This is an optimization exercise on Yosys and OpenROAD, whose aim is small area, a short achievable clock period and few clock cycles per item, not a production implementation. At most, simulation tests tie the RTL to the original design; equivalence was not proved. The RTL of runs 2 to 4 was laid out without a check of its function. No activity file was given, so power comes from the tool's default toggle rates.

[constraint.sdc]
create_clock -name core_clock -period 5.0 [get_ports {clk}]
set_input_delay 1.0000 -clock core_clock [delete_from_list [all_inputs] [get_ports {clk}]]
set_output_delay 1.0000 -clock core_clock [all_outputs]
set_load 0.01 [all_outputs]
[design.v]
module top(clk, rst, start, i, socin1, socin2, socin3, socin4,
           socout1, socout2, socout3, socout4, outReady);
  input clk, rst, start, i;
  input socin1, socin2, socin3, socin4;
  output socout1, socout2, socout3, socout4;
  output reg outReady;
  localparam IDLE = 2'd0, INP = 2'd1, REC = 2'd2, MAIN = 2'd3;
  reg [1:0] state;
  reg       outp;           
  reg [4:0] cnt;
  reg [12:0] c;             
  reg [9:0]  tpos_lo;       
  reg [1:0]  tpos_hi;
  reg [1:0]  tcar;
  reg [12:0] tneg;          
  wire ng = c[12];
  wire inp       = (state == INP);
  wire sh_c      = inp & (cnt >= 5'd2) & (cnt <= 5'd14);
  wire sh_s      = inp & (cnt >= 5'd2) & (cnt <= 5'd11);
  wire tpos_acc  = inp & (cnt >= 5'd3) & (cnt <= 5'd12);
  wire a_pre     = inp & (cnt <= 5'd11);
  wire rec_it    = (inp & (cnt >= 5'd12) & ((cnt != 5'd15) | ng)) |
                   ((state == REC) & (cnt <= 5'd22));
  wire tneg_acc  = (inp & (cnt >= 5'd13)) | (state == REC);
  wire main_init = (inp & (cnt == 5'd15) & !ng) | ((state == REC) & (cnt == 5'd23));
  wire main_run  = (state == MAIN) & !outp;
  wire main_it   = main_run & (cnt <= 5'd11);
  wire out_sh    = (state == MAIN) & outp & (cnt <= 5'd11);
  always @(posedge clk) begin
    if (rst) begin
      state <= IDLE;
      outp <= 1'b0;
      outReady <= 1'b0;
      cnt <= 5'd0;
    end else begin
      case (state)
        IDLE: if (start) begin state <= INP; cnt <= 5'd1; end
        INP: begin
          cnt <= cnt + 5'd1;
          if (cnt == 5'd15) begin
            if (!ng) begin state <= MAIN; cnt <= 5'd0; end
            else state <= REC;
          end
        end
        REC: begin
          cnt <= cnt + 5'd1;
          if (cnt == 5'd23) begin state <= MAIN; cnt <= 5'd0; end
        end
        MAIN: begin
          cnt <= cnt + 5'd1;
          if (!outp) begin
            if (cnt == 5'd12) begin outp <= 1'b1; outReady <= 1'b1; cnt <= 5'd0; end
          end else begin
            if (cnt == 5'd11) outReady <= 1'b0;
            if (cnt == 5'd12) begin state <= IDLE; outp <= 1'b0; end
          end
        end
      endcase
    end
  end
  always @(posedge clk) begin
    if (sh_c) c <= {i, c[12:1]};
  end
  wire [24:0] P1, P2, P3, P4;
  wire q1, q2, q3, q4;    
  assign q1 = P1[0]; assign q2 = P2[0]; assign q3 = P3[0]; assign q4 = P4[0];
  wire [2:0] ssum = P1[24] + P2[24] + P3[24] + P4[24] + tcar;
  always @(posedge clk) begin
    if (inp & (cnt <= 5'd2)) tcar <= 2'd0;
    else if (tpos_acc) begin
      tcar <= ssum[2:1];
      tpos_lo <= {ssum[0], tpos_lo[9:1]};
      if (cnt == 5'd12) tpos_hi <= ssum[2:1];
    end
  end
  wire [2:0] pc = q1 + q2 + q3 + q4;
  always @(posedge clk) begin
    if (inp & (cnt == 5'd12)) tneg <= 13'd0;
    else if (tneg_acc) tneg <= {tneg[11:0], 1'b0} + pc;
  end
  wire [12:0] T = ng ? tneg : {1'b0, tpos_hi, tpos_lo};
  UNIT u1(clk, socin1, sh_s, a_pre, rec_it, main_init, main_it, main_run, out_sh, ng, c, T, P1);
  UNIT u2(clk, socin2, sh_s, a_pre, rec_it, main_init, main_it, main_run, out_sh, ng, c, T, P2);
  UNIT u3(clk, socin3, sh_s, a_pre, rec_it, main_init, main_it, main_run, out_sh, ng, c, T, P3);
  UNIT u4(clk, socin4, sh_s, a_pre, rec_it, main_init, main_it, main_run, out_sh, ng, c, T, P4);
  assign socout1 = P1[11];
  assign socout2 = P2[11];
  assign socout3 = P3[11];
  assign socout4 = P4[11];
endmodule
module UNIT(clk, sin, sh_s, a_pre, rec_it, main_init, main_it, main_run, out_sh, ng, c, T, P);
  input clk, sin, sh_s, a_pre, rec_it, main_init, main_it, main_run, out_sh, ng;
  input [12:0] c;
  input [12:0] T;
  output reg [24:0] P;
  reg [12:0] A;
  reg        qd;
  wire [9:0] s  = P[24:15];
  wire       nz = |s;
  wire [12:0] M = rec_it ? {3'b000, s} : T;
  wire [13:0] D = {1'b0, A} - {1'b0, M};
  wire ge = !D[13];
  always @(posedge clk) begin
    if (a_pre) A <= 13'd1;
    else if (main_init) A <= ng ? {2'b00, P[10:0]} : {3'b000, s};
    else if (rec_it | main_it) A <= ge ? {D[11:0], 1'b0} : {A[11:0], 1'b0};
  end
  always @(posedge clk) begin
    if (main_init) qd <= 1'b0;
    else if (main_it) qd <= ge;
    else qd <= 1'b0;
  end
  always @(posedge clk) begin
    if (sh_s) P[24:15] <= {sin, P[24:16]};
    else if (rec_it) P[10:0] <= {P[9:0], ge & nz};
    else if (main_init) P <= 25'd0;
    else if (main_run) P <= {P[23:0], 1'b0} + (qd ? {{12{c[12]}}, c} : 25'd0);
    else if (out_sh) P <= {P[24], P[24:1]};
  end
endmodule
[config.mk]
export PLATFORM = sky130hd
export DESIGN_NAME = top
export DESIGN_NICKNAME = top
export VERILOG_FILES = /design/flow/design.v
export SDC_FILE = /design/flow/constraint.sdc
export NUM_CORES = 4
export LEC_CHECK = 0
export CAP_MARGIN = 20
export CORE_MARGIN = 2
export CORE_UTILIZATION = 40
export PLACE_DENSITY = 0.6
export SLEW_MARGIN = 20
[run.sh]
#!/bin/bash
# synth_recipe.tcl (not shown) runs the flow's synth.tcl, then flattens the netlist and writes it again
# the make line also repeats each setting of config.mk as NAME=value (left out here)
make -C /OpenROAD-flow-scripts/flow DESIGN_CONFIG=/design/flow/config.mk WORK_HOME=/design/flow/orfs CLKGATE_MAP_FILE= SYNTH_SCRIPT=/design/flow/synth_recipe.tcl finish
==> flow_summary_export.csv, run 1 <==
group,metric,value,unit
grt,use_met2,40.7,%
logic_synthesis,ys_seq_area_share,30.6,%
finish,fillCellCount,4230,
setup_path,slowest_stage,"o41ai_4",
clock_tree,cts.clk_slew.worst_paths,0.06,ns
die,ios,13,
logic_synthesis,yosysUniqueCellTypes,77,
logic_synthesis,synth-edff-count,125,
logic_synthesis,ys_ff_latch,205,
logic_synthesis,ys.flop_type,"edfxtp_1",
route,drt_first_pass_iters,6,
setup_path,crit_required,5.39,ns
sta,tightest_slew,1.02,ns
sta,worst_slew_margin_rel,31.8,%
logic_synthesis,ys_warn_count,2,
logic_synthesis,syn_area,17500,µm²
grt,track_usage,24.5,%
power_and_ir_drop,total_power,9620,µW
die,std_cell_rows,76,
logic_synthesis,yosysTopAreaCell,"edfxtp_1",
sta,setup_viol,0,
grt,antenna_found_initial,0,
placed_design,pre_cts_ws,0.346,ns
placed_design,place_area,18400,µm²
die,fp.dieW,213,µm
logic_synthesis,syn_nets,2197,
route,ant_nets,0,
setup_path,rr_startpoint,"cnt[0]$_SDFFE_PP0P_",
run_status,status,"finished clean",
setup_path,cp_common_cell,"ha_1",
clock_tree,cts_buffer_depth,3,
grt,grt_util_met1,33.5,%
logic_synthesis,avgSynthCellArea,8.67,µm²
placed_design,port_buffers,12,
power_and_ir_drop,p_per_area,502,nW/µm²
route,drt-initial-drc-count,1523,
logic_synthesis,synth_area_leaders,"edfxtp_1 21%, ha_1 11%, dfxtp_1 9.1%",
logic_synthesis,synth.most_common_cell,"a21oi_1",
setup_path,worst-path-buf-inv,2,
setup_path,crit_type,"flop to flop",
logic_synthesis,netlist_top_cells_count,"182 x a21oi_1, 166 x nand2_1, 156 x ha_1",
route,vias,16000,
route,drcViolationCount,0,
grt,grt_use_met3,2.34,%
setup_path,r2r-end,"u3.A[4]$_SDFFE_PP0P_",
placed_design,hpwl,40.7,mm
worst_hold_path,hold_path_class,"flop to flop",
setup_path,crit_fanout,17,
power_and_ir_drop,vdd_drop_max,284,µV
grt,grt_pass1_vias,15300,
placed_design,place_congestion,0.930,
finish,nets,2185,
clock_tree,cts_tree,"done",
die,die_h,213,µm
route,wl_per_cell,21.4,µm
sta,fin_worst_skew,0.0174,ns
sta,setup_tns,0,ns
finish,final_layout_size_suffix_gt1_share,5.62,%
die,start_util,40.5,%
grt,grt_pass1_wl,87.1,mm
sta,finalWorstSetupSlack,0.343,ns
logic_synthesis,synth_top_area_share,21.4,%
setup_path,start_kind,"flop",
worst_hold_path,hold_start,"tpos_lo[7]$_DFFE_PP_",
logic_synthesis,postSynth.asyncResetShare,0,%
sta,rsz0062_at_grt,"yes",
finish,area_delta_synth_final,9.46,%
power_and_ir_drop,p_leak,0.00793,µW
clock_tree,ctsHoldBuffers,0,
route,routed_wl,55.8,mm
die,design.die.area,45500,µm²
setup_path,worstSetupEndpointType,"flop",
clock_tree,cts-htree-levels,1,
grt,top_usage_layer,"met2",
sta,hold_viol,0,
finish,fin_area,19200,µm²
grt,grt_overflow_total,0,
setup_path,arrival,5.04,ns
clock_tree,clkSinkCount,205,
setup_path,reg2reg_depth,17,
setup_path,cp_top_family,"compound AO/OA/AOI/OAI gates",
grt,grt_max_degree,76,
clock_tree,clk_latency,0.55,ns
sta,fin_crit,4.66,ns
sta,fmax,215,MHz
die,core_area,43200,µm²
clock_tree,root_buffer,"clkbuf_16",
setup_path,max_stage_delay,0.45,ns
route,avgViaCountPerCell,6.11,
sta,period_share,93.1,%
job,cap_violations,0,
logic_synthesis,synthCells,2020,
worst_hold_path,whs_endpoint,"tpos_lo[6]$_DFFE_PP_",
worst_hold_path,holdPathStages,0,
finish,multi_input_area,11600,µm²
clock_tree,cts_buffers,26,
setup_path,ff2ff_setup_slack,0.34,ns
setup_path,worstPathCellList,"ha_1, and3_1, ha_1, inv_1, o21ai_1, o21a_4, nand2_1, o21ai_0, ha_1, nor2b_1, o31a_1, nor3_2, o41ai_2, o41ai_4, buf_4, mux2i_1, o22ai_1",
sta,slew_violations,0,
finish,final-seq-area,5360,µm²
-- layer usage --
layer | part of all wire [%] | vias to the layer above
met3 | 5.6 | 98
met4 | 3.0 | 0
li1 | - | 7573
met5 | 0 | -
met2 | 46 | 543
met1 | 46 | 7747
-- power breakdown --
part / switching, µW / internal (µW) / leakage (µW) / total (µW)
clock: 794 / 981 / 0.000383 / 1770
sequential: 503 / 2360 / 0.00179 / 2860
combinational: 2960 / 2030 / 0.00576 / 4990
-- stage by stage --
stage	std cells	util [%]	hold slack, ns
3_3_place_gp	2565	42.6	0.436
3_5_place_dp	2565	42.6	0.437
5_1_grt	2613	44.4	0.461
2_1_floorplan	2020	-	0.426
4_1_cts	2613	44.4	0.446
6_report	2614	44.4	0.454
-- placed cells by master (no fill, tap or decap), types with 14 or more instances in the layout --
| cell | n |
|---|---|
| a21oi_1 | 181 |
| nand2_1 | 166 |
| ha_1 | 156 |
| nor2_1 | 142 |
| edfxtp_1 | 125 |
| o21ai_0 | 113 |
| mux2i_1 | 94 |
| o21ai_1 | 80 |
| dfxtp_1 | 80 |
| xnor2_1 | 67 |
| inv_1 | 58 |
| a21o_1 | 54 |
| and2_1 | 53 |
| nand3_1 | 50 |
| xor2_1 | 47 |
| buf_4 | 38 |
| o31ai_1 | 35 |
| nor3_1 | 33 |
| o21a_1 | 30 |
| a22o_1 | 28 |
| and3_1 | 27 |
| clkbuf_16 | 27 |
| a211oi_1 | 26 |
| nor2b_1 | 23 |
| a31oi_1 | 15 |
| or3_1 | 14 |
-- flip-flops by register name, summed over array words and instances, names as in the netlist, 25 cells and up --
name and cells:
u3.P 25, u2.P 25, u4.P 25, u1.P 25
-- timing repair --
action | CTS | global route
resized for setup | 0 | 2
setup buffers | 0 | 0
setup endpoints to repair | 0 | 11
-- kinds of logic (layout without fill, tap and decap cells) --
group                      after synthesis  in the layout  synth area share (%)
AOI/OAI and AO/OA                      698            698                  25.7
xor gates and xnor gates               114            114                  5.70
adders and majority gates              169            169                  12.6
buffers and inverters                  150            158                  3.37
DFF                                    205            205                  30.6
muxes                                  106            106                  6.15
other                                    0              1                     0
and+or+nand+nor                        578            578                  15.9
-- worst max-delay path by stage --
| stage | from | to | slack, ns | depth (start not counted) |
|---|---|---|---|---|
| floorplan | cnt[0]$_SDFFE_PP0P_ | u1.P[0]$_DFFE_PP_ | 0.61 | 9 |
| global placement | cnt[0]$_SDFFE_PP0P_ | u3.A[7]$_SDFFE_PP0P_ | 0.56 | 17 |
| detailed placement | cnt[0]$_SDFFE_PP0P_ | u3.A[7]$_SDFFE_PP0P_ | 0.35 | 17 |
| CTS | cnt[0]$_SDFFE_PP0P_ | u3.A[4]$_SDFFE_PP0P_ | 0.31 | 17 |
| global route | cnt[0]$_SDFFE_PP0P_ | u3.A[6]$_SDFFE_PP0P_ | -0.02 | 17 |
| finish | cnt[0]$_SDFFE_PP0P_ | u3.A[4]$_SDFFE_PP0P_ | 0.34 | 17 |
-- final cells by class --
cell class / instances / area share [%]
flip-flops and latches: 205 / 27.9
diodes: 1 / 0.0131
clock inverters: 18 / 0.477
repair buffers: 52 / 2.32
clock buffers: 30 / 3.58
inverters: 58 / 1.14
multi-input cells: 1665 / 60.7
well taps: 585 / 3.82
Testbench counts, summed over its fixed seeds: cycles 22,992, items 512.
==> run 2: changes to the inputs <==
==> design.v (replaced) <==
module top(clk, rst, start, i, socin1, socin2, socin3, socin4,
           socout1, socout2, socout3, socout4, outReady);
  input clk, rst, start, i;
  input socin1, socin2, socin3, socin4;
  output socout1, socout2, socout3, socout4;
  output reg outReady;
  reg [5:0] cnt;            
  reg [12:0] c;             
  reg [9:0]  tpos_lo;       
  reg [1:0]  tpos_hi;
  reg [1:0]  tcar;
  reg [12:0] tneg;          
  wire ng = c[12];
  reg sh_c, sh_s, tpos_acc, tpos_fin, a_pre, rec, tneg_clr, tneg_acc;
  reg at15, at23, main_it, horner, out_sh;
  wire main_init = at23 | (at15 & !ng);
  wire [12:0] c_n = sh_c ? {i, c[12:1]} : c;
  wire [5:0] cnt_n = rst ? 6'd0 :
                     (cnt == 6'd0) ? {5'd0, start} :
                     (cnt == 6'd15 && !ng) ? 6'd24 :
                     (cnt == 6'd49) ? 6'd0 : cnt + 6'd1;
  always @(posedge clk) begin
    cnt      <= cnt_n;
    sh_c     <= (cnt_n >= 6'd2)  & (cnt_n <= 6'd14);
    sh_s     <= (cnt_n >= 6'd2)  & (cnt_n <= 6'd11);
    tpos_acc <= (cnt_n >= 6'd3)  & (cnt_n <= 6'd12);
    tpos_fin <= (cnt_n == 6'd12);
    a_pre    <= (cnt_n >= 6'd1)  & (cnt_n <= 6'd11);
    rec      <= (cnt_n >= 6'd12) & (cnt_n <= 6'd22);
    tneg_clr <= (cnt_n == 6'd12);
    tneg_acc <= (cnt_n >= 6'd13) & (cnt_n <= 6'd23);
    at15     <= (cnt_n == 6'd15);
    at23     <= (cnt_n == 6'd23);
    main_it  <= (cnt_n >= 6'd24) & (cnt_n <= 6'd35);
    horner   <= (cnt_n >= 6'd24) & (cnt_n <= 6'd36);
    out_sh   <= (cnt_n >= 6'd37) & (cnt_n <= 6'd48);
    outReady <= (cnt_n >= 6'd37) & (cnt_n <= 6'd48);
  end
  always @(posedge clk) c <= c_n;
  wire [24:0] P1, P2, P3, P4;
  wire [2:0] ssum = P1[24] + P2[24] + P3[24] + P4[24] + tcar;
  always @(posedge clk) begin
    if (a_pre & !tpos_acc) tcar <= 2'd0;
    else if (tpos_acc) begin
      tcar <= ssum[2:1];
      tpos_lo <= {ssum[0], tpos_lo[9:1]};
      if (tpos_fin) tpos_hi <= ssum[2:1];
    end
  end
  wire [2:0] pc = P1[0] + P2[0] + P3[0] + P4[0];
  always @(posedge clk) begin
    if (tneg_clr) tneg <= 13'd0;
    else if (tneg_acc) tneg <= {tneg[11:0], 1'b0} + pc;
  end
  wire [12:0] T = ng ? tneg : {1'b0, tpos_hi, tpos_lo};
  UNIT u1(clk, socin1, sh_s, a_pre, rec, main_init, main_it, horner, out_sh, ng, c, T, P1);
  UNIT u2(clk, socin2, sh_s, a_pre, rec, main_init, main_it, horner, out_sh, ng, c, T, P2);
  UNIT u3(clk, socin3, sh_s, a_pre, rec, main_init, main_it, horner, out_sh, ng, c, T, P3);
  UNIT u4(clk, socin4, sh_s, a_pre, rec, main_init, main_it, horner, out_sh, ng, c, T, P4);
  assign socout1 = P1[11];
  assign socout2 = P2[11];
  assign socout3 = P3[11];
  assign socout4 = P4[11];
endmodule
module UNIT(clk, sin, sh_s, a_pre, rec, main_init, main_it, horner, out_sh, ng, c, T, P);
  input clk, sin, sh_s, a_pre, rec, main_init, main_it, horner, out_sh, ng;
  input [12:0] c;
  input [12:0] T;
  output reg [24:0] P;
  reg [12:0] A;
  reg        qd;
  wire [9:0] s  = P[24:15];
  wire       nz = |s;
  wire [12:0] M = rec ? {3'b000, s} : T;
  wire [13:0] D = {1'b0, A} - {1'b0, M};
  wire ge = !D[13];
  always @(posedge clk) begin
    if (a_pre) A <= 13'd1;
    else if (main_init) A <= ng ? {2'b00, P[10:0]} : {3'b000, s};
    else if (rec | main_it) A <= ge ? {D[11:0], 1'b0} : {A[11:0], 1'b0};
  end
  always @(posedge clk) qd <= main_it & ge;
  always @(posedge clk) begin
    if (sh_s) P[24:15] <= {sin, P[24:16]};
    else if (main_init) P <= 25'd0;
    else if (rec) P[10:0] <= {P[9:0], ge & nz};
    else if (horner) P <= {P[23:0], 1'b0} + (qd ? {{12{c[12]}}, c} : 25'd0);
    else if (out_sh) P <= {P[24], P[24:1]};
  end
endmodule
==> run 2 against run 1 <==
Die area up 0.61%; area after synthesis rose by 0.62%; critical endpoint is now u3.P[0]$_SDFFCE_PN0P_; fmax up 4.3%; critical path depth fell by 6; via count grew 1.7%; power is 58% lower; synthesized cell count rose by 4.0%; clock skew shrank 0.0016 ns.
==> flow_summary_export.csv, run 2 <==
group,metric,value,unit
power_and_ir_drop,p_leak,0.00720,µW
setup_path,worstPathCellList,"inv_1, a211oi_1, a21oi_1, ha_1, nor2b_1, o2111ai_1, a311oi_1, a41oi_1, a21oi_2, o31ai_1, a211oi_1",
finish,final-seq-area,5540,µm²
clock_tree,clkSinkCount,214,
finish,multi_input_area,11300,µm²
power_and_ir_drop,p_per_area,213,nW/µm²
worst_hold_path,hold_start,"tpos_lo[1]$_DFFE_PP_",
power_and_ir_drop,seqPwrFrac,47.3,%
grt,grt_max_degree,64,
setup_path,start_kind,"flop",
sta,setup_tns,0,ns
clock_tree,cts_tree,"done",
logic_synthesis,ys.flop_type,"edfxtp_1",
die,std_cell_rows,76,
setup_path,rr_startpoint,"c[12]$_DFFE_PP_",
worst_hold_path,holdPathStages,0,
sta,fmax,224,MHz
power_and_ir_drop,switching_power,1000,µW
sta,tightest_slew,1.04,ns
sta,fin_hold_ws,0.449,ns
logic_synthesis,syn_nets,2223,
route,routed_wl,56.9,mm
die,design.die.area,45700,µm²
setup_path,r2r-end,"u3.P[0]$_SDFFCE_PN0P_",
finish,fin_area,19100,µm²
sta,fin_crit,4.46,ns
logic_synthesis,yosysTopAreaCell,"edfxtp_1",
logic_synthesis,ys_seq_area_share,31.4,%
die,die_h,214,µm
grt,antenna_found_initial,1,
logic_synthesis,synth-edff-count,125,
route,avgViaCountPerCell,6.14,
route,drt-initial-drc-count,1403,
grt,grt_pass1_vias,15600,
power_and_ir_drop,clock_power_share,48.0,%
job,cap_violations,0,
logic_synthesis,netlist_top_cells_count,"180 x nand2_1, 170 x nor2_1, 168 x o21ai_0",
clock_tree,cts-htree-levels,1,
power_and_ir_drop,switching_share,24.6,%
clock_tree,clk_latency,0.58,ns
sta,slew_violations,0,
placed_design,place_congestion,0.936,
power_and_ir_drop,intPower,3070,µW
logic_synthesis,yosysUniqueCellTypes,99,
logic_synthesis,synth_top_area_share,21.3,%
finish,final_cell_mix,"180 x nand2_1, 170 x nor2_1, 167 x o21ai_0, 157 x a21oi_1, 125 x edfxtp_1",
clock_tree,cts_buffer_depth,3,
sta,worst_slew_margin_rel,31.0,%
worst_hold_path,hold_path_class,"flop to flop",
setup_path,cp_common_cell,"a211oi_1",
finish,final_layout_size_suffix_gt1_share,6.02,%
clock_tree,cts_setup_buffers,0,
placed_design,place_inst,2596,
placed_design,place_area,18200,µm²
route,drcViolationCount,0,
setup_path,crit_required,5.39,ns
setup_path,worstSetupEndpointType,"flop",
sta,rsz0062_at_grt,"no",
setup_path,crit_fanout,19,
route,ant_nets,0,
grt,grt_pass1_wl,88.7,mm
finish,fillCellCount,4330,
placed_design,port_buffers,12,
sta,fin_worst_skew,0.0158,ns
logic_synthesis,ys_ff_latch,214,
setup_path,ff2ff_setup_slack,0.54,ns
die,core_area,43300,µm²
finish,post_layout_nonfiller_instances,2646,
placed_design,hpwl,40.8,mm
clock_tree,ctsResizeCount,0,
setup_path,max_stage_delay,0.89,ns
sta,setup_viol,0,
setup_path,crit_type,"flop to flop",
setup_path,reg2reg_depth,11,
die,start_util,40.7,%
logic_synthesis,synth_area_leaders,"edfxtp_1 21%, dfxtp_1 10%, ha_1 7.2%",
grt,grt_overflow_total,0,
logic_synthesis,syn_area,17600,µm²
clock_tree,ctsHoldBuffers,0,
die,ios,13,
setup_path,arrival,4.86,ns
finish,area_delta_synth_final,8.30,%
logic_synthesis,synthCells,2101,
finish,diodes,0,
logic_synthesis,synth.most_common_cell,"nand2_1",
grt,track_usage,24.9,%
route,wl_per_cell,21.5,µm
logic_synthesis,avgSynthCellArea,8.38,µm²
logic_synthesis,ys_warn_count,2,
finish,nets,2162,
clock_tree,root_buffer,"clkbuf_16",
setup_path,slowest_stage,"edfxtp_1",
run_status,status,"finished clean",
finish,mostFrequentLayoutCell,"nand2_1",
sta,hold_viol,0,
power_and_ir_drop,vdd_drop_max,249,µV
clock_tree,cts.clk_slew.worst_paths,0.06,ns
route,vias,16200,
logic_synthesis,postSynth.asyncResetShare,0,%
clock_tree,cts_buffers,27,
worst_hold_path,whs_endpoint,"tpos_lo[0]$_DFFE_PP_",
die,fp.dieW,214,µm
power_and_ir_drop,combPwrFrac,4.7,%
route,drt_first_pass_iters,7,
sta,period_share,89.3,%
run 2: area by class of cell:
type                            instances  area share (%)
Sequential cell                       214            29.0
Inverter                               72            1.42
Timing Repair Buffer                   41            1.77
Clock inverter                         10           0.361
Multi-Input combinational cell       1684            59.4
Tap cell                              585            3.84
Clock buffer                           40            4.22
run 2: kinds of logic (layout without fill, tap and decap cells):
kind of cell / after synthesis / count (layout) / share of synthesized area, %
XOR/XNOR: 108 / 108 / 5.37
multiplexers: 111 / 111 / 6.41
AO/OA/AOI/OAI: 635 / 635 / 23.2
buffers and inverters: 203 / 163 / 4.50
flip-flops: 214 / 214 / 31.4
AND/OR/NAND/NOR: 714 / 714 / 20.3
adder cells (fa/ha/maj): 116 / 116 / 8.77
run 2: stage by stage:
stage          power, µW  worst slack [ns]  utilization [%]
2_1_floorplan       2070              1.38                -
3_3_place_gp        2150             0.815             42.1
3_5_place_dp        2150             0.610             42.1
4_1_cts             4110             0.561             44.1
6_report            4070             0.536             44.1
5_1_grt             4180             0.340             44.1
run 2: power groups by stage:
| stage | clock (µW) | sequential, µW | combinational (µW) |
|---|---|---|---|
| after floorplan | 0 | 1920 | 148 |
| after detailed placement | 0 | 1960 | 187 |
| after CTS | 1990 | 1930 | 188 |
| after global routing | 2050 | 1930 | 209 |
| final | 1950 | 1930 | 190 |
| after global placement | 0 | 1960 | 184 |
run 2: worst max path at each step:
| stage | from | end | slack (ns) | cells past startpoint |
|---|---|---|---|---|
| after CTS | c[12]$_DFFE_PP_ | u3.P[0]$_SDFFCE_PN0P_ | 0.56 | 11 |
| after floorplan | rec$_DFF_P_ | u1.P[0]$_SDFFCE_PN0P_ | 1.38 | 4 |
| final | c[12]$_DFFE_PP_ | u3.P[0]$_SDFFCE_PN0P_ | 0.54 | 11 |
| after detailed placement | c[12]$_DFFE_PP_ | u3.P[0]$_SDFFCE_PN0P_ | 0.61 | 11 |
| after global routing | c[12]$_DFFE_PP_ | u3.A[1]$_SDFFE_PP0P_ | 0.34 | 11 |
| after global placement | c[12]$_DFFE_PP_ | u3.A[1]$_SDFFE_PP0P_ | 0.82 | 11 |
run 2: worst max-delay path: cells and delay by family (launching register included):
kind / cells / cell delay [ns]
flip-flops: 1 / 0.89
buffers and inverters: 1 / 0.24
adder cells (fa/ha/maj): 1 / 0.25
AO/OA/AOI/OAI: 8 / 2.73
AND/OR/NAND/NOR: 1 / 0.16
run 2: layer usage:
layer  track usage, %  wire (µm)  part of all wire, %  up-vias
met5                0         11                0.019        -
met3             3.76       3630                  6.4      125
met2             40.5      26000                   46      547
li1                 -          -                    -     7632
met1             33.5      25200                   44     7931
met4             8.86       2110                  3.7        2
==> run 3: changes to the inputs <==
--- a/config.mk
+++ b/config.mk
@@ -5,8 +5,10 @@
 export SDC_FILE = /design/flow/constraint.sdc
 export NUM_CORES = 4
 export LEC_CHECK = 0
+export ABC_CLOCK_PERIOD_IN_PS = 2500
 export CAP_MARGIN = 20
 export CORE_MARGIN = 2
 export CORE_UTILIZATION = 40
 export PLACE_DENSITY = 0.6
+export SETUP_SLACK_MARGIN = 2.2
 export SLEW_MARGIN = 20
==> run 3 against run 2 <==
Via count up 8.2%; utilization up 8.4 points; clock power up 8%; sequential cell count unchanged; first-iteration DRC count up 22%; sequential share of layout area down 4.6 points; still clean on timing, DRC and antenna.
==> flow_summary_export.csv, run 3 <==
group,metric,value,unit
clock_tree,clk_latency,0.58,ns
grt,use_met2,44.2,%
setup_path,slowest_stage,"nor2_1",
sta,hold_viol,0,
logic_synthesis,ys_ff_latch,214,
power_and_ir_drop,vdd_drop_max,359,µV
sta,fin_crit,3.17,ns
sta,worst_slew_margin_rel,39.1,%
setup_path,crit_required,5.47,ns
grt,grt_use_met3,4.22,%
clock_tree,ctsHoldBuffers,0,
power_and_ir_drop,switching_power,1060,µW
finish,mostFrequentLayoutCell,"nand2_1",
clock_tree,cts-htree-levels,1,
logic_synthesis,ys_warn_count,2,
die,design.die.area,45700,µm²
setup_path,arrival,3.64,ns
sta,setup_viol,0,
grt,grt_pass1_vias,16900,
finish,final-seq-area,5550,µm²
placed_design,place_congestion,0.951,
route,drcViolationCount,0,
finish,fillCellCount,3859,
logic_synthesis,synth.most_common_cell,"nand2_1",
clock_tree,root_buffer,"clkbuf_16",
power_and_ir_drop,p_leak,0.00854,µW
sta,fin_worst_skew,0.0202,ns
finish,area_delta_synth_final,29.0,%
logic_synthesis,ys.flop_type,"edfxtp_1",
power_and_ir_drop,seqPwrFrac,44.7,%
logic_synthesis,postSynth.asyncResetShare,0,%
die,start_util,40.7,%
sta,slew_violations,0,
placed_design,port_buffers,12,
sta,tightest_slew,0.908,ns
route,ant_nets,0,
route,drt_first_pass_iters,5,
power_and_ir_drop,clock_power_share,49.1,%
finish,multi_input_area,13000,µm²
worst_hold_path,hold_path_class,"flop to flop",
setup_path,worstSetupEndpointType,"flop",
finish,nets,2359,
logic_synthesis,synthCells,2101,
sta,fmax,315,MHz
grt,top_usage_layer,"met2",
clock_tree,cts_tree,"done",
grt,antenna_found_initial,0,
setup_path,reg2reg_depth,10,
finish,fin_area,22700,µm²
logic_synthesis,netlist_top_cells_count,"180 x nand2_1, 170 x nor2_1, 168 x o21ai_0",
job,cap_violations,0,
die,ios,13,
clock_tree,clkSinkCount,214,
power_and_ir_drop,combPwrFrac,6.2,%
logic_synthesis,yosysUniqueCellTypes,99,
setup_path,start_kind,"flop",
logic_synthesis,syn_area,17600,µm²
setup_path,worstPathCellList,"buf_6, buf_4, mux2_2, nand2_1, ha_1, nor3_1, nor2_1, and2_4, o211ai_1, a32o_1",
route,wl_per_cell,22.6,µm
setup_path,crit_fanout,10,
finish,final_cell_mix,"168 x nand2_1, 164 x nor2_1, 158 x buf_4, 132 x a21oi_1, 125 x edfxtp_1",
grt,grt_util_met1,35.8,%
finish,final_layout_size_suffix_gt1_share,25.0,%
die,std_cell_rows,76,
setup_path,crit_type,"flop to flop",
logic_synthesis,synth_area_leaders,"edfxtp_1 21%, dfxtp_1 10%, ha_1 7.2%",
logic_synthesis,avgSynthCellArea,8.38,µm²
route,vias,17600,
placed_design,hpwl,41.2,mm
power_and_ir_drop,intPower,3240,µW
logic_synthesis,synth-edff-count,125,
logic_synthesis,ys_seq_area_share,31.4,%
die,fp.dieW,214,µm
clock_tree,cts.clk_slew.worst_paths,0.06,ns
clock_tree,cts_buffers,27,
sta,rsz0062_at_grt,"yes",
placed_design,place_area,18400,µm²
grt,grt_max_degree,47,
logic_synthesis,synth_top_area_share,21.3,%
sta,setup_tns,0,ns
sta,period_share,63.4,%
die,die_h,214,µm
power_and_ir_drop,p_per_area,189,nW/µm²
finish,diodes,0,
die,core_area,43300,µm²
grt,track_usage,27.1,%
grt,grt_overflow_total,0,
logic_synthesis,syn_nets,2223,
route,avgViaCountPerCell,6.18,
clock_tree,cts_buffer_depth,3,
route,drt-initial-drc-count,1705,
grt,grt_pass1_wl,96.7,mm
worst_hold_path,holdPathStages,0,
setup_path,max_stage_delay,0.64,ns
logic_synthesis,yosysTopAreaCell,"edfxtp_1",
power_and_ir_drop,switching_share,24.6,%
run_status,status,"finished clean",
route,routed_wl,64.3,mm
power_and_ir_drop,total_power,4290,µW
run 3: final cells by class:
type / instances / share of cell area [%]
tap: 585 / 3.22
clock inverter: 10 / 0.578
timing repair buffer: 236 / 9.64
multi-input combinational: 1686 / 57.4
clock buffer: 40 / 3.46
inverter: 72 / 1.22
sequential: 214 / 24.4
run 3: critical path, delay by kind of cell, from the launching register on:
| family | cells | cell delay (ns) |
|---|---|---|
| muxes | 1 | 0.21 |
| buffers and inverters | 2 | 0.32 |
| DFF | 1 | 0.48 |
| AOI/OAI and AO/OA | 2 | 0.40 |
| adders and majority gates | 1 | 0.40 |
| and+or+nand+nor | 4 | 1.25 |
run 3: final timing paths:
path | startpoint | endpoint | slack, ns
worst max-delay path | c[12]$_DFFE_PP_ | u4.A[4]$_SDFFE_PP0P_ | 1.83
worst max register to register | c[12]$_DFFE_PP_ | u4.A[4]$_SDFFE_PP0P_ | 1.83
worst min-delay path | tpos_lo[5]$_DFFE_PP_ | tpos_lo[4]$_DFFE_PP_ | 0.46
worst min register to register | tpos_lo[5]$_DFFE_PP_ | tpos_lo[4]$_DFFE_PP_ | 0.46
run 3: power groups by stage:
stage | sequential [µW] | clock, µW | combinational [µW]
3_5_place_dp | 1960 | 0 | 192
5_1_grt | 1920 | 2190 | 282
3_3_place_gp | 1960 | 0 | 189
4_1_cts | 1920 | 2120 | 234
2_1_floorplan | 1920 | 0 | 152
6_report | 1920 | 2110 | 265
run 3: per-layer routing:
metal,routed length [µm],vias to the layer above
met5,0,-
met4,2670,0
met3,4960,168
met2,29500,792
met1,27200,8573
li1,-,8042
run 3: logic make-up (layout without fill, tap and decap cells):
family / count (synthesis) / after routing / share of synthesized area [%]
fa+ha+maj: 116 / 116 / 8.77
buf+inv: 203 / 358 / 4.50
compound gates: 635 / 636 / 23.2
flops: 214 / 214 / 31.4
xor+xnor: 108 / 108 / 5.37
simple gates: 714 / 715 / 20.3
mux: 111 / 111 / 6.41
run 3: repair_timing:
action                                 4_1_cts  5_1_grt
buffers inserted                           120       64
pin swaps                                  102       98
endpoints found under the hold margin        0        0
setup endpoints to repair                  202      125
resized for setup                          241      186
gates cloned                                 3        3
run 3: metrics by stage:
step                      hold slack (ns)  setup WS (ns)  utilization (%)  std cells
final                               0.461           1.83             52.5       2843
after CTS                           0.452           1.90             49.4       2776
after global placement              0.435           1.27             42.5       2603
after floorplan                     0.418           1.77                -       2101
after detailed placement            0.439           1.16             42.5       2603
after global routing                0.471           1.69             52.5       2843
==> run 4: changes to the inputs <==
==> config.mk (replaced) <==
export PLATFORM = sky130hd
export DESIGN_NAME = top
export DESIGN_NICKNAME = top
export VERILOG_FILES = /design/flow/design.v
export SDC_FILE = /design/flow/constraint.sdc
export NUM_CORES = 4
export LEC_CHECK = 0
export ABC_CLOCK_PERIOD_IN_PS = 2000
export CAP_MARGIN = 20
export CORE_MARGIN = 2
export CORE_UTILIZATION = 40
export PLACE_DENSITY = 0.6
export SLEW_MARGIN = 20
==> run 4 against run 3 <==
Die area unchanged; critical path type unchanged; fmax down 29%; synthesized cell count unchanged; first-iteration DRC count down 18%; cell area down 16%; largest power group unchanged; sequential power about the same.
==> flow_summary_export.csv, run 4 <==
group,metric,value,unit
power_and_ir_drop,combPwrFrac,4.7,%
clock_tree,clkSinkCount,214,
logic_synthesis,synthCells,2101,
route,routed_wl,56.9,mm
route,ant_nets,0,
placed_design,place_inst,2596,
power_and_ir_drop,p_leak,0.00720,µW
sta,hold_viol,0,
setup_path,rr_startpoint,"c[12]$_DFFE_PP_",
grt,grt_max_degree,64,
die,ios,13,
sta,fmax,224,MHz
finish,post_layout_nonfiller_instances,2646,
grt,grt_overflow_total,0,
placed_design,port_buffers,12,
clock_tree,clk_latency,0.58,ns
sta,fin_crit,4.46,ns
setup_path,crit_fanout,19,
grt,grt_pass1_vias,15600,
placed_design,place_congestion,0.936,
finish,final_cell_mix,"180 x nand2_1, 170 x nor2_1, 167 x o21ai_0, 157 x a21oi_1, 125 x edfxtp_1",
die,core_area,43300,µm²
logic_synthesis,ys_warn_count,2,
finish,final_core_util,44.1,%
clock_tree,cts_buffers,27,
setup_path,cp_common_cell,"a211oi_1",
setup_path,max_stage_delay,0.89,ns
route,avgViaCountPerCell,6.14,
sta,period_share,89.3,%
logic_synthesis,synth-edff-count,125,
placed_design,place_area,18200,µm²
logic_synthesis,ys_seq_area_share,31.4,%
finish,fillCellCount,4330,
setup_path,worst-path-buf-inv,1,
route,drt-initial-drc-count,1403,
setup_path,cp_top_family,"compound AO/OA/AOI/OAI gates",
power_and_ir_drop,vdd_drop_max,249,µV
logic_synthesis,syn_nets,2223,
sta,rsz0062_at_grt,"no",
setup_path,arrival,4.86,ns
logic_synthesis,ys_ff_latch,214,
die,start_util,40.7,%
logic_synthesis,yosysTopAreaCell,"edfxtp_1",
logic_synthesis,synth_area_leaders,"edfxtp_1 21%, dfxtp_1 10%, ha_1 7.2%",
run_status,status,"finished clean",
finish,area_delta_synth_final,8.30,%
setup_path,worstSetupEndpointType,"flop",
finish,mostFrequentLayoutCell,"nand2_1",
route,wl_per_cell,21.5,µm
setup_path,reg2reg_depth,11,
sta,setup_tns,0,ns
sta,fin_worst_skew,0.0158,ns
die,die_h,214,µm
placed_design,hpwl,40.8,mm
power_and_ir_drop,switching_power,1000,µW
power_and_ir_drop,p_per_area,213,nW/µm²
logic_synthesis,synth.most_common_cell,"nand2_1",
job,cap_violations,0,
setup_path,crit_path_end,"u3.P[0]$_SDFFCE_PN0P_",
power_and_ir_drop,seqPwrFrac,47.3,%
sta,worst_slew_margin_rel,31.0,%
sta,setup_viol,0,
setup_path,start_kind,"flop",
power_and_ir_drop,switching_share,24.6,%
clock_tree,cts_tree,"done",
sta,slew_violations,0,
logic_synthesis,ys.flop_type,"edfxtp_1",
die,std_cell_rows,76,
clock_tree,cts-htree-levels,1,
placed_design,pre_cts_ws,0.610,ns
setup_path,worst-path-stages,11,
logic_synthesis,netlist_top_cells_count,"180 x nand2_1, 170 x nor2_1, 168 x o21ai_0",
logic_synthesis,avgSynthCellArea,8.38,µm²
clock_tree,cts_setup_buffers,0,
setup_path,setup.worst_path.start,"c[12]$_DFFE_PP_",
sta,tightest_slew,1.04,ns
setup_path,r2r-end,"u3.P[0]$_SDFFCE_PN0P_",
die,fp.dieW,214,µm
clock_tree,cts.clk_slew.worst_paths,0.06,ns
logic_synthesis,syn_area,17600,µm²
grt,track_usage,24.9,%
power_and_ir_drop,clock_power_share,48.0,%
clock_tree,ctsHoldBuffers,0,
route,vias,16200,
setup_path,crit_type,"flop to flop",
finish,nets,2162,
setup_path,crit_required,5.39,ns
logic_synthesis,postSynth.asyncResetShare,0,%
route,drcViolationCount,0,
setup_path,ff2ff_setup_slack,0.54,ns
logic_synthesis,yosysUniqueCellTypes,99,
finish,diodes,0,
route,drt_first_pass_iters,7,
die,design.die.area,45700,µm²
power_and_ir_drop,intPower,3070,µW
setup_path,slowest_stage,"edfxtp_1",
setup_path,worstPathCellList,"inv_1, a211oi_1, a21oi_1, ha_1, nor2b_1, o2111ai_1, a311oi_1, a41oi_1, a21oi_2, o31ai_1, a211oi_1",
grt,grt_pass1_wl,88.7,mm
clock_tree,ctsResizeCount,0,
worst_hold_path,hold_path_class,"flop to flop",
finish,fin_area,19100,µm²
clock_tree,root_buffer,"clkbuf_16",
sta,finalWorstSetupSlack,0.536,ns
grt,antenna_found_initial,1,
clock_tree,cts_buffer_depth,3,
finish,final_layout_size_suffix_gt1_share,6.02,%
logic_synthesis,synth_top_area_share,21.3,%
run 4: worst min path at each step:
stage / from / end / slack, ns / cells past startpoint
after detailed placement: tpos_lo[5]$_DFFE_PP_ / tpos_lo[4]$_DFFE_PP_ / 0.44 / 0
final: tpos_lo[1]$_DFFE_PP_ / tpos_lo[0]$_DFFE_PP_ / 0.45 / 0
after global routing: tpos_lo[1]$_DFFE_PP_ / tpos_lo[0]$_DFFE_PP_ / 0.46 / 0
after global placement: tpos_lo[4]$_DFFE_PP_ / tpos_lo[3]$_DFFE_PP_ / 0.43 / 0
after floorplan: tpos_lo[1]$_DFFE_PP_ / tpos_lo[0]$_DFFE_PP_ / 0.42 / 0
after CTS: tpos_lo[5]$_DFFE_PP_ / tpos_lo[4]$_DFFE_PP_ / 0.45 / 0
run 4: cell families (layout without fill, tap and decap cells):
group           Yosys count  after routing  share of synthesized area [%]
xor+xnor                108            108                           5.37
simple gates            714            714                           20.3
mux                     111            111                           6.41
buf+inv                 203            163                           4.50
fa+ha+maj               116            116                           8.77
flops                   214            214                           31.4
compound gates          635            635                           23.2
run 4: layout make-up:
cell class | count | area, µm² | area share [%]
Clock buffer | 40 | 806 | 4.22
Clock inverter | 10 | 68.8 | 0.361
Inverter | 72 | 270 | 1.42
Multi-Input combinational cell | 1684 | 11300 | 59.4
Sequential cell | 214 | 5540 | 29.0
Tap cell | 585 | 732 | 3.84
Timing Repair Buffer | 41 | 338 | 1.77
run 4: layer usage:
| layer | global-route usage, % | vias to the layer above | wire length, µm |
|---|---|---|---|
| li1 | - | 7632 | - |
| met1 | 33.5 | 7931 | 25200 |
| met2 | 40.5 | 547 | 26000 |
| met3 | 3.76 | 125 | 3630 |
| met4 | 8.86 | 2 | 2110 |
| met5 | 0 | - | 11 |
run 4: through the flow:
step	hold slack [ns]	power, µW
finish	0.449	4070
global route	0.456	4180
CTS	0.454	4110
detailed placement	0.439	2150
global placement	0.435	2150
floorplan	0.418	2070
run 4: power by group through the flow:
stage	clock [µW]	sequential (µW)	combinational, µW
3_3_place_gp	0	1960	184
3_5_place_dp	0	1960	187
5_1_grt	2050	1930	209
2_1_floorplan	0	1920	148
4_1_cts	1990	1930	188
6_report	1950	1930	190
==> run 5: changes to the inputs <==
--- a/design.v
+++ b/design.v
@@ -9,7 +9,7 @@
   reg [9:0]  tpos_lo;       
   reg [1:0]  tpos_hi;
   reg [1:0]  tcar;
-  reg [12:0] tneg;          
+  reg [12:0] T;             
   wire ng = c[12];
   reg sh_c, sh_s, tpos_acc, tpos_fin, a_pre, rec, tneg_clr, tneg_acc;
   reg at15, at23, main_it, horner, out_sh;
@@ -49,10 +49,10 @@
   end
   wire [2:0] pc = P1[0] + P2[0] + P3[0] + P4[0];
   always @(posedge clk) begin
-    if (tneg_clr) tneg <= 13'd0;
-    else if (tneg_acc) tneg <= {tneg[11:0], 1'b0} + pc;
+    if (tneg_clr) T <= 13'd0;
+    else if (at15 & !ng) T <= {1'b0, tpos_hi, tpos_lo};
+    else if (tneg_acc) T <= {T[11:0], 1'b0} + pc;
   end
-  wire [12:0] T = ng ? tneg : {1'b0, tpos_hi, tpos_lo};
   UNIT u1(clk, socin1, sh_s, a_pre, rec, main_init, main_it, horner, out_sh, ng, c, T, P1);
   UNIT u2(clk, socin2, sh_s, a_pre, rec, main_init, main_it, horner, out_sh, ng, c, T, P2);
   UNIT u3(clk, socin3, sh_s, a_pre, rec, main_init, main_it, horner, out_sh, ng, c, T, P3);
--- a/config.mk
+++ b/config.mk
@@ -5,9 +5,9 @@
 export SDC_FILE = /design/flow/constraint.sdc
 export NUM_CORES = 4
 export LEC_CHECK = 0
-export ABC_CLOCK_PERIOD_IN_PS = 2000
 export CAP_MARGIN = 20
 export CORE_MARGIN = 2
 export CORE_UTILIZATION = 40
 export PLACE_DENSITY = 0.6
+export SETUP_SLACK_MARGIN = 2.7
 export SLEW_MARGIN = 20
==> run 5 against run 4 <==
Largest cell class unchanged; register-to-register slack gained 1.3 ns; critical path type unchanged; area after synthesis down 3.5%; cell area is 23% higher; still clean on timing, DRC and antenna; worst hold slack improved by 0.0094 ns; wire length up 11%.
==> flow_summary_export.csv, run 5 <==
group,metric,value,unit
placed_design,place_congestion,0.880,
logic_synthesis,ys.flop_type,"edfxtp_1",
setup_path,crit_required,5.41,ns
placed_design,port_buffers,12,
logic_synthesis,synthCells,2042,
clock_tree,clkSinkCount,214,
grt,grt_overflow_total,0,
setup_path,crit_type,"flop to flop",
grt,use_met2,42.7,%
route,ant_nets,0,
sta,fin_crit,3.14,ns
logic_synthesis,synth_xor_area_share,6.13,%
finish,final_core_util,56.0,%
job,cap_violations,0,
setup_path,ff2ff_setup_slack,1.86,ns
clock_tree,cts_buffers,28,
finish,multi_input_area,13100,µm²
finish,fin_area,23500,µm²
setup_path,rr_startpoint,"rec$_DFF_P_",
die,std_cell_rows,75,
sta,fin_hold_ws,0.459,ns
sta,tightest_slew,0.981,ns
clock_tree,cts_buffer_depth,3,
sta,slew_violations,0,
grt,grt_pass1_vias,16200,
power_and_ir_drop,p_leak,0.00898,µW
worst_hold_path,holdPathStages,0,
logic_synthesis,syn_area,17000,µm²
grt,grt_max_degree,72,
setup_path,reg2reg_depth,15,
logic_synthesis,ys_seq_area_share,32.5,%
sta,setup_tns,0,ns
setup_path,arrival,3.56,ns
setup_path,r2r-end,"u3.A[10]$_SDFFE_PP0P_",
route,wl_per_cell,22.6,µm
route,drcViolationCount,0,
placed_design,hpwl,37.5,mm
logic_synthesis,muxShareOfSynthArea,6.25,%
logic_synthesis,syn_nets,2164,
clock_tree,cts-htree-levels,1,
sta,fmax,318,MHz
finish,diodes,0,
clock_tree,cts_tree,"done",
power_and_ir_drop,vdd_drop_max,231,µV
setup_path,crit_fanout,8,
die,start_util,40.5,%
worst_hold_path,whs_endpoint,"tpos_lo[4]$_DFFE_PP_",
finish,final_layout_size_suffix_gt1_share,32.2,%
finish,final_cell_mix,"183 x a21oi_1, 177 x nor2_1, 162 x buf_4, 147 x nand2_1, 125 x edfxtp_1",
logic_synthesis,synth-edff-count,125,
clock_tree,cts.clk_slew.worst_paths,0.06,ns
logic_synthesis,avgSynthCellArea,8.33,µm²
setup_path,start_kind,"flop",
grt,grt_util_met1,36.5,%
logic_synthesis,synth_area_leaders,"edfxtp_1 22%, dfxtp_1 10%, ha_1 7.4%",
run_status,status,"finished clean",
logic_synthesis,synth_adder_area_share,8.96,%
sta,worst_slew_margin_rel,34.5,%
logic_synthesis,synth-simple-area-share,19.6,%
logic_synthesis,synth_top_family_by_area,"compound AO/OA/AOI/OAI gates",
sta,period_share,62.9,%
clock_tree,root_buffer,"clkbuf_16",
power_and_ir_drop,total_power,4250,µW
logic_synthesis,yosysTopAreaCell,"edfxtp_1",
logic_synthesis,netlist_top_cells_count,"234 x a21oi_1, 197 x nor2_1, 171 x nand2_1",
grt,track_usage,26.8,%
grt,grt_pass1_wl,93.2,mm
finish,nets,2358,
die,core_area,41900,µm²
finish,fillCellCount,3589,
logic_synthesis,synth_top_area_share,22.1,%
logic_synthesis,yosysUniqueCellTypes,89,
die,die_h,210,µm
sta,fin_worst_skew,0.0212,ns
logic_synthesis,postSynth.asyncResetShare,0,%
finish,area_delta_synth_final,38.2,%
grt,grt_use_met3,3.98,%
power_and_ir_drop,p_per_area,181,nW/µm²
route,drt_first_pass_iters,6,
logic_synthesis,synth.most_common_cell,"a21oi_1",
die,ios,13,
logic_synthesis,synth_compound_area_share,22.2,%
die,fp.dieW,210,µm
setup_path,worstSetupEndpointType,"flop",
sta,setup_viol,0,
sta,hold_viol,0,
worst_hold_path,hold_path_class,"flop to flop",
sta,rsz0062_at_grt,"yes",
route,drt-initial-drc-count,1787,
finish,final-seq-area,5560,µm²
die,design.die.area,44200,µm²
clock_tree,ctsHoldBuffers,0,
worst_hold_path,hold_start,"tpos_lo[5]$_DFFE_PP_",
clock_tree,clk_latency,0.57,ns
finish,mostFrequentLayoutCell,"a21oi_1",
route,vias,17200,
logic_synthesis,ys_warn_count,2,
grt,antenna_found_initial,1,
route,routed_wl,63.3,mm
placed_design,place_area,18100,µm²
logic_synthesis,ys_ff_latch,214,
route,avgViaCountPerCell,6.13,
grt,top_usage_layer,"met2",
==> run 5: cells by family after synthesis <==
group	after synthesis
multiplexers	104
AND/OR/NAND/NOR	689
flip-flops	214
adder cells (fa/ha/maj)	114
XOR/XNOR	119
AO/OA/AOI/OAI	614
buffers and inverters	188
==> run 5: critical path: stages (launching register included) <==
cell	delay [ns]
dfxtp_4	0.37
buf_12	0.15
buf_12	0.14
buf_12	0.15
nor2b_4	0.24
a21oi_2	0.06
ha_1	0.33
nand2_2	0.09
a211oi_4	0.27
nor4_2	0.06
buf_4	0.15
o31ai_4	0.27
buf_12	0.17
mux2_4	0.30
a32oi_2	0.16
a211oi_2	0.08
==> run 5: power by group <==
group | total [µW] | internal, µW | switching (µW)
Combinational | 168 | 60.4 | 107
Sequential | 1900 | 1870 | 33.1
Clock | 2180 | 1340 | 843
Total | 4250 | 3270 | 983
==> run 5: how the worst max path moves through the flow <==
stage | startpoint | end | slack (ns) | depth (start not counted)
finish | rec$_DFF_P_ | u3.A[10]$_SDFFE_PP0P_ | 1.86 | 15
global route | rec$_DFF_P_ | u3.A[10]$_SDFFE_PP0P_ | 1.76 | 15
CTS | c[1]$_DFFE_PP_ | u4.P[21]$_DFFE_PP_ | 1.92 | 14
detailed placement | rec$_DFF_P_ | u2.A[2]$_SDFFE_PP0P_ | 0.93 | 12
global placement | rec$_DFF_P_ | u2.A[2]$_SDFFE_PP0P_ | 0.97 | 12
floorplan | rec$_DFF_P_ | u3.A[10]$_SDFFE_PP0P_ | 2.03 | 13
==> run 5: cell type report <==
type | instances | area share [%]
Sequential cell | 214 | 23.7
Clock buffer | 45 | 3.86
Clock inverter | 7 | 0.351
Tap cell | 539 | 2.87
Multi-Input combinational cell | 1642 | 55.5
Inverter | 56 | 0.937
Timing Repair Buffer | 294 | 12.8
==> run 5: routing by layer <==
metal  vias up  share of wire [%]
li1       7832                  -
met1      8318                 42
met2       824                 45
met3       178                7.9
met4         0                4.5
met5         -                  0
==> run 5: metrics by stage <==
step	worst slack (ns)	std cells
2_1_floorplan	2.03	2042
3_3_place_gp	0.972	2489
3_5_place_dp	0.934	2489
4_1_cts	1.92	2734
5_1_grt	1.76	2797
6_report	1.86	2797
==> run 5: repair_timing <==
| item | CTS | global route |
|---|---|---|
| endpoints found under the setup margin | 262 | 249 |
| gates cloned | 6 | 3 |
| pin swaps | 165 | 136 |
| setup buffers | 187 | 60 |
| gates resized for setup | 311 | 198 |
Testbench counts of run 5, summed over its fixed seeds: cycles 22,992, items 512.
==> run 6: changes to the inputs <==
--- a/config.mk
+++ b/config.mk
@@ -9,5 +9,5 @@
 export CORE_MARGIN = 2
 export CORE_UTILIZATION = 40
 export PLACE_DENSITY = 0.6
-export SETUP_SLACK_MARGIN = 2.7
+export SETUP_SLACK_MARGIN = 2.4
 export SLEW_MARGIN = 20
==> run 6 against run 5 <==
Combinational power decreased by 18%; via count decreased by 2.5%; count of clock-buffer cells in the layout decreased by 11; largest power group unchanged; highest routed layer is now met5.
==> flow_summary_export.csv, run 6 <==
group,metric,value,unit
sta,fin_worst_skew,0.0214,ns
setup_path,reg2reg_depth,14,
sta,fmax,311,MHz
route,routed_wl,60.0,mm
setup_path,crit_type,"flop to flop",
setup_path,cp_common_cell,"a21o_1",
logic_synthesis,synth-edff-count,125,
logic_synthesis,synth.most_common_cell,"a21oi_1",
route,drt_first_pass_iters,6,
setup_path,arrival,3.52,ns
route,wl_per_cell,21.8,µm
power_and_ir_drop,total_power,4250,µW
route,drt-initial-drc-count,1476,
grt,grt_pass1_wl,91.2,mm
clock_tree,cts-htree-levels,1,
logic_synthesis,yosysTopAreaCell,"edfxtp_1",
die,core_area,41900,µm²
setup_path,worstSetupEndpointType,"flop",
sta,slew_violations,0,
sta,worst_slew_margin_rel,29.1,%
die,ios,13,
logic_synthesis,postSynth.asyncResetShare,0,%
setup_path,slowest_stage,"edfxtp_1",
worst_hold_path,hold_path_class,"flop to flop",
logic_synthesis,synth_area_leaders,"edfxtp_1 22%, dfxtp_1 10%, ha_1 7.4%",
logic_synthesis,ys_seq_area_share,32.5,%
logic_synthesis,ys.flop_type,"edfxtp_1",
placed_design,hpwl,37.3,mm
logic_synthesis,syn_area,17000,µm²
placed_design,place_congestion,0.907,
sta,rsz0062_at_grt,"yes",
finish,area_delta_synth_final,33.3,%
grt,grt_max_degree,57,
logic_synthesis,synthCells,2042,
logic_synthesis,yosysUniqueCellTypes,89,
setup_path,crit_required,5.31,ns
setup_path,worst-path-buf-inv,2,
die,fp.dieW,210,µm
setup_path,worstPathCellList,"buf_4, and2_4, ha_4, inv_2, fa_2, nor2b_2, o31a_1, o31ai_4, a21oi_2, a21o_1, a21o_1, mux2i_1, xor2_1, o21ai_1",
setup_path,crit_fanout,4,
logic_synthesis,syn_nets,2164,
power_and_ir_drop,vdd_drop_max,214,µV
worst_hold_path,holdPathStages,0,
clock_tree,cts_tree,"done",
route,ant_nets,0,
die,std_cell_rows,75,
setup_path,start_kind,"flop",
placed_design,pre_cts_ws,0.850,ns
logic_synthesis,netlist_top_cells_count,"234 x a21oi_1, 197 x nor2_1, 171 x nand2_1",
clock_tree,cts_buffer_depth,3,
sta,hold_viol,0,
run_status,status,"finished clean",
route,drcViolationCount,0,
sta,setup_tns,0,ns
die,start_util,40.5,%
logic_synthesis,synth_top_area_share,22.1,%
job,cap_violations,0,
power_and_ir_drop,p_per_area,188,nW/µm²
route,avgViaCountPerCell,6.09,
die,die_h,210,µm
clock_tree,root_buffer,"clkbuf_16",
sta,tightest_slew,1.06,ns
finish,final_core_util,54.0,%
logic_synthesis,avgSynthCellArea,8.33,µm²
setup_path,cp_top_family,"compound AO/OA/AOI/OAI gates",
grt,grt_pass1_vias,16200,
sta,finalWorstSetupSlack,1.79,ns
placed_design,port_buffers,12,
grt,antenna_found_initial,3,
clock_tree,cts_buffers,26,
setup_path,max_stage_delay,0.52,ns
finish,final_layout_size_suffix_gt1_share,29.3,%
sta,fin_crit,3.21,ns
logic_synthesis,ys_ff_latch,214,
finish,mostFrequentLayoutCell,"nor2_1",
grt,grt_overflow_total,0,
clock_tree,cts.clk_slew.worst_paths,0.07,ns
sta,period_share,64.3,%
clock_tree,clkSinkCount,214,
die,design.die.area,44200,µm²
route,vias,16700,
finish,final_cell_mix,"182 x nor2_1, 177 x a21oi_1, 144 x nand2_1, 137 x buf_4, 125 x edfxtp_1",
logic_synthesis,ys_warn_count,2,
clock_tree,clk_latency,0.57,ns
sta,setup_viol,0,
grt,track_usage,26.1,%
clock_tree,ctsHoldBuffers,0,
finish,nets,2307,
setup_path,worst-path-stages,14,
power_and_ir_drop,p_leak,0.00857,µW
==> run 6: cell count changes in the layout (fill, tap and decap cells not counted), moves of 6 or more <==
cell	before	now
nand2_2	16	25
ha_4	36	23
clkdlybuf4s50_1	6	12
nand2_4	8	2
a21oi_1	183	177
ha_1	54	69
buf_6	86	72
a211oi_2	17	11
buf_4	162	137
a21oi_2	44	50
clkbuf_1	6	0
==> run 6: stage by stage <==
step	hold WS (ns)	std cells	area, µm²
finish	0.440	2745	22700
detailed placement	0.436	2485	17900
global placement	0.434	2485	17900
floorplan	0.427	2042	17500
CTS	0.444	2694	21500
global route	0.463	2744	22700
==> run 6: cell families after synthesis <==
| group | after synthesis | share of synthesized area, % |
|---|---|---|
| AOI/OAI and AO/OA | 614 | 22.2 |
| xor gates and xnor gates | 119 | 6.13 |
| adders and majority gates | 114 | 8.96 |
| buffers and inverters | 188 | 4.26 |
| DFF | 214 | 32.5 |
| muxes | 104 | 6.25 |
| and+or+nand+nor | 689 | 19.6 |
==> run 6: final timing paths <==
check,from,to,slack (ns)
setup / recovery,c[1]$_DFFE_PP_,u4.P[17]$_DFFE_PP_,1.79
hold / removal,tpos_lo[4]$_DFFE_PP_,tpos_lo[3]$_DFFE_PP_,0.44
setup reg to reg,c[1]$_DFFE_PP_,u4.P[17]$_DFFE_PP_,1.79
hold reg to reg,tpos_lo[4]$_DFFE_PP_,tpos_lo[3]$_DFFE_PP_,0.44
==> run 6: metal layers <==
metal	wire, µm	GRT usage [%]	vias up
li1	-	-	7728
met1	24700	33.9	8178
met2	28500	43.7	684
met3	4580	4.60	135
met4	2150	8.93	2
met5	12	0	-
==> run 6: timing repair <==
| item | 4_1_cts | 5_1_grt |
|---|---|---|
| setup endpoints to repair | 224 | 185 |
| cloned | 5 | 1 |
| setup buffers | 156 | 49 |
| endpoints found under the hold margin | 0 | 0 |
| pin swaps | 176 | 131 |
| gates resized for setup | 291 | 177 |
==> run 6: power by group <==
| group | switching, µW | internal, µW |
|---|---|---|
| clock | 843 | 1360 |
| combinational | 83.8 | 52.8 |
| sequential | 44.1 | 1870 |
==> run 6: final cells by class <==
type	count	area, µm²
clock buffers	34	817
flip-flops and latches	214	5550
clock inverters	14	189
well taps	539	674
inverters	56	213
multi-input cells	1641	12700
repair buffers	246	2490
fillers	3678	19300
diodes	1	2.50
==> run 7: changes to the inputs <==
--- a/config.mk
+++ b/config.mk
@@ -9,5 +9,5 @@
 export CORE_MARGIN = 2
 export CORE_UTILIZATION = 40
 export PLACE_DENSITY = 0.6
-export SETUP_SLACK_MARGIN = 2.4
+export SETUP_SLACK_MARGIN = 2.0
 export SLEW_MARGIN = 20
==> run 7 against run 6 <==
Still clean; worst setup slack improved by 0.13 ns; global-route usage fell by 1.4 points; cell count fell by 1.9%; utilization fell by 3.3 points; wire length fell by 3.6%; sequential cell count did not move; cell area fell by 6.0%; critical endpoint is now u1.P[21]$_DFFE_PP_.
==> flow_summary_export.csv, run 7 <==
group,metric,value,unit
finish,diodes,0,
clock_tree,ctsHoldBuffers,0,
route,route.met3.wl,3.89,mm
logic_synthesis,ys_ff_latch,214,
setup_path,start_kind,"flop",
finish,final-seq-area,5550,µm²
setup_path,cp_common_cell,"buf_6",
die,start_util,40.5,%
grt,grt_overflow_total,0,
route,avgViaCountPerCell,6.13,
route,drt_first_pass_iters,6,
sta,rsz0062_at_grt,"yes",
sta,tightest_slew,0.895,ns
placed_design,hpwl,36.9,mm
clock_tree,cts_buffers,26,
finish,final_cell_mix,"212 x a21oi_1, 188 x nor2_1, 160 x nand2_1, 137 x buf_4, 126 x o21ai_0",
finish,nets,2255,
finish,final_layout_size_suffix_gt1_share,22.2,%
die,design.die.area,44200,µm²
logic_synthesis,synth-edff-count,125,
sta,finalWorstSetupSlack,1.91,ns
sta,period_share,61.7,%
route,drt-initial-drc-count,1631,
logic_synthesis,postSynth.asyncResetShare,0,%
grt,grt_pass1_wl,87.2,mm
logic_synthesis,synth.most_common_cell,"a21oi_1",
route,wl_per_cell,21.5,µm
logic_synthesis,yosysTopAreaCell,"edfxtp_1",
power_and_ir_drop,vdd_drop_max,207,µV
die,core_area,41900,µm²
power_and_ir_drop,p_per_area,191,nW/µm²
sta,worst_slew_margin_rel,40.3,%
clock_tree,cts-htree-levels,1,
finish,mostFrequentLayoutCell,"a21oi_1",
worst_hold_path,hold_path_class,"flop to flop",
placed_design,port_buffers,12,
grt,grt_max_degree,65,
power_and_ir_drop,p_leak,0.00807,µW
grt,antenna_found_initial,1,
sta,fin_worst_skew,0.0338,ns
setup_path,arrival,3.35,ns
logic_synthesis,yosysUniqueCellTypes,89,
route,wl_met1,24.6,mm
clock_tree,root_buffer,"clkbuf_16",
sta,hold_viol,0,
clock_tree,cts_tree,"done",
logic_synthesis,netlist_top_cells_count,"234 x a21oi_1, 197 x nor2_1, 171 x nand2_1",
route,routed_wl,57.8,mm
logic_synthesis,ys.flop_type,"edfxtp_1",
route,route.met2.wl,27.1,mm
clock_tree,cts.clk_slew.worst_paths,0.06,ns
route,top_layer,"met4",
logic_synthesis,ys_warn_count,2,
finish,fillCellCount,3769,
clock_tree,clk_latency,0.56,ns
die,ios,13,
sta,setup_viol,0,
clock_tree,cts_buffer_depth,3,
die,fp.dieW,210,µm
sta,fin_crit,3.09,ns
logic_synthesis,syn_area,17000,µm²
setup_path,max_stage_delay,0.38,ns
logic_synthesis,synthCells,2042,
logic_synthesis,ys_seq_area_share,32.5,%
logic_synthesis,avgSynthCellArea,8.33,µm²
sta,fmax,324,MHz
job,cap_violations,0,
grt,track_usage,24.7,%
sta,slew_violations,0,
placed_design,pre_cts_ws,1.11,ns
logic_synthesis,syn_nets,2164,
placed_design,place_congestion,0.892,
clock_tree,clkSinkCount,214,
run_status,status,"finished clean",
grt,grt_pass1_vias,15700,
logic_synthesis,synth_top_area_share,22.1,%
route,vias,16500,
logic_synthesis,synth_area_leaders,"edfxtp_1 22%, dfxtp_1 10%, ha_1 7.4%",
finish,multi_input_area,12200,µm²
sta,setup_tns,0,ns
setup_path,worstPathCellList,"buf_6, and2_4, ha_4, inv_2, fa_2, nor2b_2, o31ai_2, a211o_1, nand3b_1, nand3_2, buf_6, a22oi_2, nor2_4, xnor2_2, o21ai_1",
setup_path,worstSetupEndpointType,"flop",
route,ant_nets,0,
die,die_h,210,µm
setup_path,crit_fanout,3,
finish,area_delta_synth_final,25.2,%
route,drcViolationCount,0,
setup_path,slowest_stage,"edfxtp_1",
setup_path,crit_type,"flop to flop",
setup_path,crit_required,5.26,ns
die,std_cell_rows,75,
-- run 7: where the power goes --
part	leakage, µW	switching [µW]	internal [µW]
Sequential	0.00185	41.2	1870
Clock	0.000452	820	1200
Combinational	0.00577	83.6	52.6
-- run 7: cells by family (layout without fill, tap and decap cells) --
family | after synthesis | in the layout | share of synthesized area [%]
AND/OR/NAND/NOR | 689 | 689 | 19.6
AO/OA/AOI/OAI | 614 | 614 | 22.2
flip-flops | 214 | 214 | 32.5
buffers and inverters | 188 | 299 | 4.26
XOR/XNOR | 119 | 119 | 6.13
adder cells (fa/ha/maj) | 114 | 114 | 8.96
multiplexers | 104 | 104 | 6.25
-- run 7: metal layers --
metal,track usage [%],vias to the layer above
li1,-,7615
met1,33.3,8054
met2,41.0,701
met3,2.62,145
met4,9.15,0
met5,0,-
-- run 7: what timing repair did --
item / CTS / global route
endpoints found under the setup margin: 99 / 95
pin swaps: 95 / 105
gates cloned: 1 / 2
resized for setup: 154 / 175
setup buffers: 108 / 45
-- run 7: path summary, 6_finish.rpt --
| path | startpoint | end | slack [ns] | depth (start not counted) |
|---|---|---|---|---|
| hold reg to reg | tpos_lo[7]$_DFFE_PP_ | tpos_lo[6]$_DFFE_PP_ | 0.46 | 0 |
| hold / removal | tpos_lo[7]$_DFFE_PP_ | tpos_lo[6]$_DFFE_PP_ | 0.46 | 0 |
| setup reg to reg | c[1]$_DFFE_PP_ | u1.P[21]$_DFFE_PP_ | 1.91 | 15 |
| setup / recovery | c[1]$_DFFE_PP_ | u1.P[21]$_DFFE_PP_ | 1.91 | 15 |
-- run 7: critical path, delay by kind of cell (launching register included) --
kind	cells	cell delay (ns)
buf+inv	3	0.35
fa+ha+maj	2	0.51
simple gates	5	0.69
flops	1	0.38
compound gates	4	0.70
xor+xnor	1	0.15
-- run 7: final cells by class --
type | instances | share of cell area [%]
multi-input combinational | 1640 | 57.1
clock buffer | 36 | 3.68
sequential | 214 | 26.1
clock inverter | 12 | 0.558
timing repair buffer | 195 | 8.35
tap | 539 | 3.17
inverter | 56 | 1.02
-- run 7: metrics by stage --
stage          instances  hold WS (ns)  util [%]  area, µm²  power, µW
4_1_cts             2645         0.456      47.8      20000       4080
3_5_place_dp        2488         0.443      41.9      17600       2070
3_3_place_gp        2488         0.441      41.8      17500       2070
5_1_grt             2692         0.472      50.8      21300       4170
6_report            2692         0.458      50.8      21300       4070
2_1_floorplan       2042         0.427         -      17100       2010

-- static timing again, ports no longer ideal --
In the flow no input, the clock included, has a driving cell. The finished layouts below were timed again as built, in two steps.
Step 1, drivers: a clkbuf_16 drives clk and a buf_2 each remaining input, both assumed.
Step 2 also shifts input and output timing later by t, the mid clock arrival at the registers, as if the neighbouring blocks saw the same clock.
Slacks: no drivers / after step 1 / after step 2; pairs: no drivers / after step 1.
run	t, ns	slack for setup (ns)	latest minus earliest clock arrival (ns)
run 1	0.596	0.343 / 0.343 / 0.343	0.020 / 0.020
run 2	0.626	0.536 / 0.536 / 0.536	0.018 / 0.018
run 3	0.623	1.828 / 1.828 / 1.828	0.022 / 0.021
run 4	0.626	0.536 / 0.536 / 0.536	0.018 / 0.018
run 5	0.621	1.856 / 1.856 / 1.856	0.022 / 0.021
run 6	0.619	1.787 / 1.787 / 1.787	0.026 / 0.026
run 7	0.602	1.914 / 1.914 / 1.856	0.034 / 0.034
After both steps setup and hold are still met in every run listed. For run 7, which loses most, drivers alone change the setup slack by 0.000 ns; drivers and shift together by -0.058 ns.
